This is an optimization exercise on Yosys and OpenROAD, whose aim is small area, not a production implementation. RTL that was checked went through simulation tests only; none was proved equivalent to the original. Power figures rest on the tool's default switching activity, not on a simulated workload.

==> flow/design.v (excerpt) <==
module ALU #(parameter w = 8) (
    clk, rst, CE, IN_valid, MODE, CMD, OPA, OPB, Cin,
    ERR, RES, OF, COUT, G, L, E);
make LEC_CHECK=0 ABC_AREA=1 CAP_MARGIN=20 CORE_MARGIN=2 CORE_UTILIZATION=60 CTS_BUF_LIST='sky130_fd_sc_hd__clkbuf_4 sky130_fd_sc_hd__clkbuf_8' SLEW_MARGIN=20 SYNTH_HIERARCHICAL=1 finish   # period 6.0 ns
run.sh (not shown) runs the stock make flow with config.mk's settings and CLKGATE_MAP_FILE= SYNTH_SCRIPT=/design/flow/synth_recipe.tcl, a recipe that flattens the netlist after the stock synthesis.
The baseline finished with timing, DRC and antenna clean.
Next try:
- ABC_AREA: 1 -> not set
Effect: Global-route usage came out higher by 1.2 points. Design area is lower by a little under a tenth. Hold slack improved by 0.0040 ns.
No run of this note included a check of the RTL's function; only the layout flow was run.


Another version of the RTL of ALU (not shown whole).
For scale: about 670 cells after synthesis, about 64 flip-flops, roughly 50 I/O pins, roughly 5600 um2 of cells after synthesis.
export LEC_CHECK = 0
export CAP_MARGIN = 20
export CORE_MARGIN = 2
export CORE_UTILIZATION = 60
export CTS_BUF_LIST = sky130_fd_sc_hd__clkbuf_4 sky130_fd_sc_hd__clkbuf_8
export GPL_TIMING_DRIVEN = 0
export SLEW_MARGIN = 20
export SYNTH_HIERARCHICAL = 1
create_clock -name core_clock -period 6.0 [get_ports {clk}]
standard.sh (not shown) runs the stock make flow with config.mk's settings and CLKGATE_MAP_FILE= SYNTH_SCRIPT=/design/flow/synth_recipe.tcl, a recipe that flattens the netlist after the stock synthesis.
==> flow/flow/run.sh <==
#!/bin/bash
# Layout flow: the standard layout (standard.sh: ORFS from synthesis to
# finish) with these changes:
#  - synthesis maps the logic with an area-oriented ABC script (deepsyn, then
#    area mapping) instead of ORFS's delay-oriented one. Only the final abc
#    call of ORFS's synthesis is changed: its -script argument is replaced.
#    Everything else, registers included, is the standard synthesis
#    (synth_recipe.tcl).
#  - the buffers that the flow puts on every input and output port are buf_1
#    cells, not the resizer's default choice;
#  - clock tree synthesis adds no dummy loads to balance the tree.
# The full output of the run goes to standard.log in this folder; ORFS keeps
# each step's own log under orfs/logs/.
set -euo pipefail
W=$(pwd)
printf '%s\n' '&get -n' '&st' '&deepsyn -T 10' '&put' 'dch' 'map -a' 'topo' 'stime -c' > "$W/abc_area_deep.script"
cat > "$W/own_synth.tcl" <<EOT
proc abc {args} {
  set i [lsearch -exact \$args -script]
  if {\$i >= 0} { lset args [expr {\$i + 1}] {$W/abc_area_deep.script} }
  yosys abc {*}\$args
}
source {$W/synth_recipe.tcl}
EOT
bash standard.sh \
  "SYNTH_SCRIPT=$W/own_synth.tcl" \
  "BUFFER_PORTS_ARGS=-buffer_cell sky130_fd_sc_hd__buf_1" \
  "CTS_ARGS=-sink_clustering_enable -repair_clock_nets -buf_list {sky130_fd_sc_hd__clkbuf_4 sky130_fd_sc_hd__clkbuf_8} -dont_use_dummy_load" \
  finish > standard.log 2>&1
The starting point ran to the end with no violations.
Change:
==> flow/flow/run.sh (replaced) <==
#!/bin/bash
# Layout flow: the standard layout (standard.sh, all ORFS steps from
# synthesis to finish) with two changes: the buffers that the flow puts on
# every input and output port are buf_1 cells, not the resizer's default
# choice, and clock tree synthesis adds no dummy loads to balance the tree.
# The full output of the run goes to standard.log in this folder; ORFS keeps
# each step's own log under orfs/logs/.
set -euo pipefail
bash standard.sh \
  "BUFFER_PORTS_ARGS=-buffer_cell sky130_fd_sc_hd__buf_1" \
  "CTS_ARGS=-sink_clustering_enable -repair_clock_nets -buf_list {sky130_fd_sc_hd__clkbuf_4 sky130_fd_sc_hd__clkbuf_8} -dont_use_dummy_load" \
  finish > standard.log 2>&1
GPL_TIMING_DRIVEN = default   (was 0)
Result: Final area is higher by 3.8%. Via count is lower by 1.3%. Routed wire length is higher by 3.7%. Sequential power is lower by 8.8%. Synthesized cell count is higher by 1.2%. Maximum frequency is higher by 1.9%. Setup slack gets better by 0.10 ns.
Change:
==> flow/flow/run.sh (replaced) <==
#!/bin/bash
# Layout flow: the standard layout (standard.sh: ORFS from synthesis to
# finish) with these changes:
#  - synthesis maps the logic with an area-oriented ABC script (deepsyn, then
#    area mapping) instead of ORFS's delay-oriented one. Only the final abc
#    call of ORFS's synthesis is changed: its -script argument is replaced.
#    Everything else, registers included, is the standard synthesis
#    (synth_recipe.tcl).
#  - the buffers that the flow puts on every input and output port are buf_1
#    cells, not the resizer's default choice;
#  - clock tree synthesis adds no dummy loads to balance the tree and
#    clusters up to 16 flip-flops (within 100 um) per leaf buffer.
# The full output of the run goes to standard.log in this folder; ORFS keeps
# each step's own log under orfs/logs/.
set -euo pipefail
W=$(pwd)
printf '%s\n' '&get -n' '&st' '&deepsyn -T 10' '&put' 'dch' 'map -a' 'topo' 'stime -c' > "$W/abc_area_deep.script"
cat > "$W/own_synth.tcl" <<EOT
proc abc {args} {
  set i [lsearch -exact \$args -script]
  if {\$i >= 0} { lset args [expr {\$i + 1}] {$W/abc_area_deep.script} }
  yosys abc {*}\$args
}
source {$W/synth_recipe.tcl}
EOT
bash standard.sh \
  "SYNTH_SCRIPT=$W/own_synth.tcl" \
  "BUFFER_PORTS_ARGS=-buffer_cell sky130_fd_sc_hd__buf_1" \
  "CTS_ARGS=-sink_clustering_enable -repair_clock_nets -buf_list {sky130_fd_sc_hd__clkbuf_4 sky130_fd_sc_hd__clkbuf_8} -dont_use_dummy_load -sink_clustering_size 16 -sink_clustering_max_diameter 100" \
  finish > standard.log 2>&1
=> The changed run completed with no timing, DRC or antenna violations. Die area went down by about 8%. Worst setup slack is about the same. Wire length went down by 2.1%. Synthesized cell count went down by about 1.2%. Flip-flop and latch count is unchanged. Power went up by about 46%. Core utilization went up by 2.3 points. Global-route usage went up by 2.6 points.
Change:
--- a/flow/flow/run.sh
+++ b/flow/flow/run.sh
@@ -11,3 +11,3 @@
 #  - clock tree synthesis adds no dummy loads to balance the tree and
-#    clusters up to 16 flip-flops (within 100 um) per leaf buffer.
+#    clusters up to 32 flip-flops (within 100 um) per leaf buffer.
 # The full output of the run goes to standard.log in this folder; ORFS keeps
@@ -28,3 +28,3 @@
   "BUFFER_PORTS_ARGS=-buffer_cell sky130_fd_sc_hd__buf_1" \
-  "CTS_ARGS=-sink_clustering_enable -repair_clock_nets -buf_list {sky130_fd_sc_hd__clkbuf_4 sky130_fd_sc_hd__clkbuf_8} -dont_use_dummy_load -sink_clustering_size 16 -sink_clustering_max_diameter 100" \
+  "CTS_ARGS=-sink_clustering_enable -repair_clock_nets -buf_list {sky130_fd_sc_hd__clkbuf_4 sky130_fd_sc_hd__clkbuf_8} -dont_use_dummy_load -sink_clustering_size 32 -sink_clustering_max_diameter 100" \
   finish > standard.log 2>&1
- global-route usage is unchanged
- routed wire length stays the same
- setup slack does not change
- die area stays the same
- critical path depth stays the same
- fmax does not change
- sequential share of layout area stays the same
- clock power hardly moves
Change:
==> flow/run.sh (new file) <==
#!/bin/bash
# synth_recipe.tcl (not shown) runs the flow's synth.tcl, then flattens the netlist and writes it again
# the make line also repeats each setting of config.mk as NAME=value (left out here)
make -C /OpenROAD-flow-scripts/flow DESIGN_CONFIG=/design/flow/config.mk WORK_HOME=/design/flow/orfs CLKGATE_MAP_FILE= SYNTH_SCRIPT=/design/flow/synth_recipe.tcl finish
removed: flow/flow/run.sh
removed: flow/standard.sh
=>
- final cell count fell by 2.4%
- worst hold slack barely changes
- die area rose by 8.3%
- design area rose by 9.1%
- maximum frequency is about the same
- setup slack is better by 0.012 ns
- first-iteration DRC count rose by 13%
- power fell by 27%
- clock power rose by 27%
- via count fell by 0.43%

re-timing with driven ports:
Ports are ideal in the flow. The routed layouts listed here were re-timed in OpenROAD.
Step 1: set_driving_cell puts a clkbuf_16 on clk and a buf_2 on each other input, an assumption about the parent block.
Step 2 times the ports against the registers' clock, not the clock port: input delays grow and output delays shrink by t, the midpoint of the rising clock arrivals with the driver on.
Three values: ideal ports, drivers, drivers and shift; two values: the first two.
run	t (ns)	slack for setup (ns)	worst setup path at the end	clock arrival spread, ns
the first run of note 1	0.383	0.400 / 0.400 / 0.400	register to register	0.015 / 0.015
the second run of note 1	0.381	0.382 / 0.382 / 0.382	register to register	0.012 / 0.011
the first run of note 2	0.360	0.249 / 0.249 / 0.249	register to register	0.025 / 0.025
the second run of note 2	0.373	0.354 / 0.354 / 0.354	register to register	0.018 / 0.018
the third run of note 2	0.357	0.352 / 0.352 / 0.352	register to register	0.035 / 0.034
the fourth run of note 2	0.357	0.352 / 0.352 / 0.352	register to register	0.035 / 0.034
the fifth run of note 2	0.390	0.364 / 0.364 / 0.364	register to register	0.007 / 0.007
After both steps setup and hold are still met in every run listed.
